This design comes from an exercise in tuning for small area on the open sky130 flow, not from production work. Only simulation tests tie the RTL to the original design; equivalence was not proved. Power and IR drop assume default switching activity.

==> wip/umber: inputs <==
// ip_full_stack
module ip_full_stack#(
    parameter CACHE_ADDRW = 5,
    parameter REQ_RET_CNT = 4,
    parameter REQ_RET_INT = 5,
    parameter REQ_TIMEOUT = 5
)(
    input  logic clk,
    input  logic reset,
    input  logic [47 : 0]  local_mac,
    input  logic [31 : 0]  local_ip,
    input  logic [31 : 0]  gateway_ip,
    input  logic [31 : 0]  subnet_mask,
    input  logic           clear_cache,
    input  logic           s_eth_hdr_valid,
    input  logic [47 : 0]  s_eth_dest_mac,
    input  logic [47 : 0]  s_eth_src_mac,
    input  logic [15 : 0]  s_eth_type,    
    input  logic [7  : 0]  s_eth_axi_payload_tdata,
    input  logic           s_eth_axi_payload_tvalid,
    input  logic           s_eth_axi_payload_tlast,    
    input  logic           s_eth_axi_payload_tuser,    
    output logic           s_eth_hdr_ready,
    output logic           s_eth_axi_payload_tready,
    input  logic           m_eth_hdr_ready,
    input  logic           m_eth_axi_payload_tready,
    output logic           m_eth_hdr_valid,
    output logic [47 : 0]  m_eth_dest_mac,
    output logic [47 : 0]  m_eth_src_mac,
    output logic [15 : 0]  m_eth_type,    
    output logic [7  : 0]  m_eth_axi_payload_tdata,
    output logic           m_eth_axi_payload_tvalid,
    output logic           m_eth_axi_payload_tlast,    
    output logic           m_eth_axi_payload_tuser,    
    input  logic           s_ip_hdr_valid,
    input  logic [5  : 0]  s_ip_dscp,
    input  logic [1  : 0]  s_ip_ecn,
    input  logic [15 : 0]  s_ip_len,       
    input  logic [7  : 0]  s_ip_ttl,
    input  logic [7  : 0]  s_ip_protocol,
    input  logic [31 : 0]  s_ip_src_ip,
    input  logic [31 : 0]  s_ip_dest_ip,
    input  logic [7  : 0]  s_ip_axi_payload_tdata,
    input  logic           s_ip_axi_payload_tvalid,
    input  logic           s_ip_axi_payload_tlast,
    input  logic           s_ip_axi_payload_tuser,
    output logic           s_ip_hdr_ready,
    output logic           s_ip_axi_payload_tready,
    input  logic           m_ip_hdr_ready,
    input  logic           m_ip_axi_payload_tready,
    output logic [47 : 0]  m_ip_eth_dest_mac,
    output logic [47 : 0]  m_ip_eth_src_mac,
    output logic [15 : 0]  m_ip_eth_type, 
    output logic           m_ip_hdr_valid,
    output logic [3  : 0]  m_ip_version,
    output logic [3  : 0]  m_ip_ihl,
    output logic [5  : 0]  m_ip_dscp,
    output logic [1  : 0]  m_ip_ecn,
    output logic [15 : 0]  m_ip_len,       
    output logic [15 : 0]  m_ip_iden,
    output logic [2  : 0]  m_ip_flags,
    output logic [12 : 0]  m_ip_frag_off,
    output logic [7  : 0]  m_ip_ttl,
    output logic [7  : 0]  m_ip_protocol,
    output logic [15 : 0]  m_ip_checksum,
    output logic [31 : 0]  m_ip_src_ip,
    output logic [31 : 0]  m_ip_dest_ip,
    output logic [7  : 0]  m_ip_axi_payload_tdata,
    output logic           m_ip_axi_payload_tvalid,
    output logic           m_ip_axi_payload_tlast,
    output logic           m_ip_axi_payload_tuser,
    output logic           rx_busy,
    output logic           tx_busy,
    output logic           rx_err_invalid_hdr,
    output logic           rx_err_invalid_checksum,
    output logic           rx_err_hdr_early_termination,
    output logic           rx_err_payload_early_termination,
    output logic           tx_err_payload_early_termination,
    output logic           tx_err_arp_failed
);
==> flow/config.mk <==
export PLATFORM = sky130hd
export DESIGN_NAME = ip_full_stack
export DESIGN_NICKNAME = ip_full_stack
export VERILOG_FILES = /design/flow/design.v
export SDC_FILE = /design/flow/constraint.sdc
export NUM_CORES = 4
export LEC_CHECK = 0
export CAP_MARGIN = 10
export CORE_MARGIN = 2
export CORE_UTILIZATION = 40
export SLEW_MARGIN = 10
==> flow/constraint.sdc <==
create_clock -name core_clock -period 10.0 [get_ports {clk}]
set_input_delay 2.0000 -clock core_clock [delete_from_list [all_inputs] [get_ports {clk}]]
set_output_delay 2.0000 -clock core_clock [all_outputs]
set_load 0.01 [all_outputs]
standard.sh (not shown) runs the stock make flow with config.mk's settings and CLKGATE_MAP_FILE= SYNTH_SCRIPT=/design/flow/synth_recipe.tcl, a recipe that flattens the netlist after the stock synthesis.
==> flow/flow/run.sh <==
#!/bin/bash
# Layout flow: the standard flow (standard.sh, unchanged synthesis, floorplan,
# power grid and routing) with two placement/CTS choices changed:
#  - the port buffers that global placement inserts on every input and output
#    are sky130_fd_sc_hd__buf_1 instead of the resizer's default choice;
#  - clock tree synthesis clusters up to 30 sinks within 60 um per leaf buffer and
#    inserts no dummy loads; buffers above the leaf level are clkbuf_4.
# make's full output goes to flow_make.log here; ORFS's per-step logs are under
# orfs/logs/.
set -euo pipefail
export BUFFER_PORTS_ARGS="-buffer_cell sky130_fd_sc_hd__buf_1"
export CTS_ARGS="-sink_clustering_enable -repair_clock_nets -dont_use_dummy_load -sink_clustering_size 30 -sink_clustering_max_diameter 60 -tree_buf sky130_fd_sc_hd__clkbuf_4"
bash standard.sh finish > flow_make.log 2>&1
==> wip/indigo (differences from wip/umber) <==
--- a/flow/design.v
+++ b/flow/design.v
@@ -250,20 +250,13 @@
         .state_in(32'hffffffff),
         .data_out(),
         .state_out(write_req_hash)
     );
     logic [ENTW-1 : 0] mem [0 : (1 << ADDRW) - 1];
     logic [ENTW-1 : 0] rdata;
-    logic [(1 << ADDRW) - 1 : 0] rsel;
-    always_comb begin
-        for (int i = 0; i < (1 << ADDRW); i++)
-            rsel[i] = query_req_hash[ADDRW-1 : 0] == i[ADDRW-1 : 0];
-        rdata = '0;
-        for (int i = 0; i < (1 << ADDRW); i++)
-            rdata = rdata | ({ENTW{rsel[i]}} & mem[i]);
-    end
+    assign rdata = mem[query_req_hash[ADDRW-1 : 0]];
     always @(posedge clk) begin
         if (mem_write)
             mem[wr_ptr_r] <= {!clear_cache_r, write_req_ip[31:5], write_req_mac};
     end
     logic query_hit;
     assign query_hit = rdata[ENTW-1] && rdata[ENTW-2 : 48] == query_req_ip[31:5];
@@ -512,27 +505,12 @@
     logic          tready_i;
     logic [7 : 0]  tdata_i;
     logic          tvalid_i, tlast_i;
     assign s_frame_ready   = s_frame_ready_r;
     assign m_eth_hdr_valid = m_eth_hdr_valid_r;
     assign m_eth_dest_mac  = dest_r;
-    logic [27 : 0] at;
-    logic [7 : 0]  hdr_byte;
-    always_comb begin
-        for (int i = 0; i < 28; i++)
-            at[i] = ptr_r == i[4:0];
-        hdr_byte = ({8{at[1]}} & 8'h01) | ({8{at[2]}} & 8'h08) |
-                   ({8{at[4]}} & 8'h06) | ({8{at[5]}} & 8'h04) |
-                   ({8{at[7]}} & {4'h0, oper3_r, 1'b0, !oper0_r, oper0_r});
-        for (int i = 0; i < 6; i++)
-            hdr_byte = hdr_byte | ({8{at[8 + i]}}  & local_mac[47 - 8*i -: 8])
-                                | ({8{at[18 + i]}} & tha_r[47 - 8*i -: 8]);
-        for (int i = 0; i < 4; i++)
-            hdr_byte = hdr_byte | ({8{at[14 + i]}} & local_ip[31 - 8*i -: 8])
-                                | ({8{at[24 + i]}} & tpa_r[31 - 8*i -: 8]);
-    end
     always_comb begin
         send_n    = send_r;
         ptr_n     = ptr_r;
         str_frame = 1'b0;
         m_eth_hdr_valid_n = m_eth_hdr_valid_r && !m_eth_hdr_ready;
         tdata_i  = 8'h00;
@@ -544,17 +522,47 @@
             m_eth_hdr_valid_n = 1'b1;
             send_n            = 1'b1;
         end
         if (tready_i && send_r) begin
             ptr_n    = ptr_r + 5'd1;
             tvalid_i = 1'b1;
-            tdata_i = hdr_byte;
-            if (ptr_r == 5'd27) begin
-                tlast_i = 1'b1;
-                send_n  = 1'b0;
-            end
+            case (ptr_r)
+                5'd0:  tdata_i = 8'h00;
+                5'd1:  tdata_i = 8'h01;
+                5'd2:  tdata_i = 8'h08;
+                5'd3:  tdata_i = 8'h00;
+                5'd4:  tdata_i = 8'h06;
+                5'd5:  tdata_i = 8'h04;
+                5'd6:  tdata_i = 8'h00;
+                5'd7:  tdata_i = {4'h0, oper3_r, 1'b0, !oper0_r, oper0_r};
+                5'd8:  tdata_i = local_mac[47:40];
+                5'd9:  tdata_i = local_mac[39:32];
+                5'd10: tdata_i = local_mac[31:24];
+                5'd11: tdata_i = local_mac[23:16];
+                5'd12: tdata_i = local_mac[15:8];
+                5'd13: tdata_i = local_mac[7:0];
+                5'd14: tdata_i = local_ip[31:24];
+                5'd15: tdata_i = local_ip[23:16];
+                5'd16: tdata_i = local_ip[15:8];
+                5'd17: tdata_i = local_ip[7:0];
+                5'd18: tdata_i = tha_r[47:40];
+                5'd19: tdata_i = tha_r[39:32];
+                5'd20: tdata_i = tha_r[31:24];
+                5'd21: tdata_i = tha_r[23:16];
+                5'd22: tdata_i = tha_r[15:8];
+                5'd23: tdata_i = tha_r[7:0];
+                5'd24: tdata_i = tpa_r[31:24];
+                5'd25: tdata_i = tpa_r[23:16];
+                5'd26: tdata_i = tpa_r[15:8];
+                5'd27: begin
+                    tdata_i = tpa_r[7:0];
+                    tlast_i = 1'b1;
+                    send_n  = 1'b0;
+                end
+                default: tdata_i = 8'h00;
+            endcase
         end
     end
     always @(posedge clk) begin
         send_r            <= send_n;
         ptr_r             <= ptr_n;
         s_frame_ready_r   <= !m_eth_hdr_valid_n && !send_n;
==> flow/flow/run.sh (replaced) <==
#!/bin/bash
# Layout flow: the standard flow (standard.sh, unchanged synthesis, floorplan,
# power grid and routing) with two placement/CTS choices changed:
#  - the port buffers that global placement inserts on every input and output
#    are sky130_fd_sc_hd__buf_1 instead of the resizer's default choice;
#  - clock tree synthesis clusters up to 30 sinks within 60 um per leaf buffer and
#    inserts no dummy loads.
# make's full output goes to flow_make.log here; ORFS's per-step logs are under
# orfs/logs/.
set -euo pipefail
export BUFFER_PORTS_ARGS="-buffer_cell sky130_fd_sc_hd__buf_1"
export CTS_ARGS="-sink_clustering_enable -repair_clock_nets -dont_use_dummy_load -sink_clustering_size 30 -sink_clustering_max_diameter 60"
bash standard.sh finish > flow_make.log 2>&1
==> flow/config.mk (replaced) <==
export PLATFORM = sky130hd
export DESIGN_NAME = ip_full_stack
export DESIGN_NICKNAME = ip_full_stack
export VERILOG_FILES = /design/flow/design.v
export SDC_FILE = /design/flow/constraint.sdc
export NUM_CORES = 4
export LEC_CHECK = 0
export CAP_MARGIN = 12
export CORE_MARGIN = 2
export CORE_UTILIZATION = 40
export SLEW_MARGIN = 12
==> comparison table <==
                                                                                 wip/indigo                   wip/umber
Req. time, crit path                                                               10.61 ns                    10.68 ns
Slew @ Worst Pin                                                                    1.37 ns                     1.38 ns
Maximum ir drop on the vdd rail                                                  0.000417 V                  0.000155 V
Reg power frac                                                                        44.8%                       55.8%
Die Y                                                                                590 µm                      576 µm
Power in combinational cells                                                        11.9 mW                     4.94 mW
Post-synthesis instance total                                                         8,485                       8,008
Detailed Route WL                                                                458,000 µm                  518,000 µm
Fraction of layout cells with a size suffix above 1                                   12.5%                       8.89%
Core region area                                                                  0.343 mm²                   0.327 mm²
Final period utilization                                                              74.0%                       79.9%
Result of the run                                                   complete, no violations     complete, no violations
Worst path bufs/invs                                                                      3                           4
Average cell area after synthesis                                                  16.2 µm²                    16.4 µm²
R2r worst-path depth                                                                     18                          19
Multiplexer area fraction after synthesis                                             9.06%                       1.29%
Effective utilization at floorplan                                                    40.1%                       40.1%
Area grow syn2layout                                                                  9.72%                       10.7%
Number of standard cells in the layout, taps in and fillers out                      13,744                      13,144
Estimated wirelength of the detail-placed design                                 279,000 µm                  310,000 µm
End of the worst hold path                                       arp_inst.arp_tx.dest_r[22]  arp_inst.arp_tx.dest_r[18]

==> static timing again, ports no longer ideal <==
The results above use ideal ports. As a check the final layouts listed here were re-extracted and re-timed, cells and wires unchanged. Step 1 (the two cells are an assumption about what drives the block):
set clk [get_ports {clk}]
set_driving_cell -lib_cell sky130_fd_sc_hd__clkbuf_16 $clk
set_driving_cell -lib_cell sky130_fd_sc_hd__buf_2 [delete_from_list [all_inputs] $clk]
Step 2 also shifts input and output timing later by t, the mid clock arrival at the registers, as if the neighbouring blocks saw the same clock. a / b / c = ideal ports / drivers / drivers and shift; a / b = the first two.
run	t (ns)	setup slack, ns	worst setup path after step 2	clock arrival spread, ns	worst register clock-pin slew, ns
wip/umber	1.029	2.011 / 2.087 / 1.058	input to register	0.198 / 0.198	0.12 / 0.12
wip/indigo	0.995	2.601 / 2.687 / 1.692	input to register	0.115 / 0.115	0.12 / 0.12
After both steps every run listed still meets setup and hold. For wip/umber, which loses most, drivers alone change the setup slack by +0.076 ns; drivers and shift together by -0.953 ns.
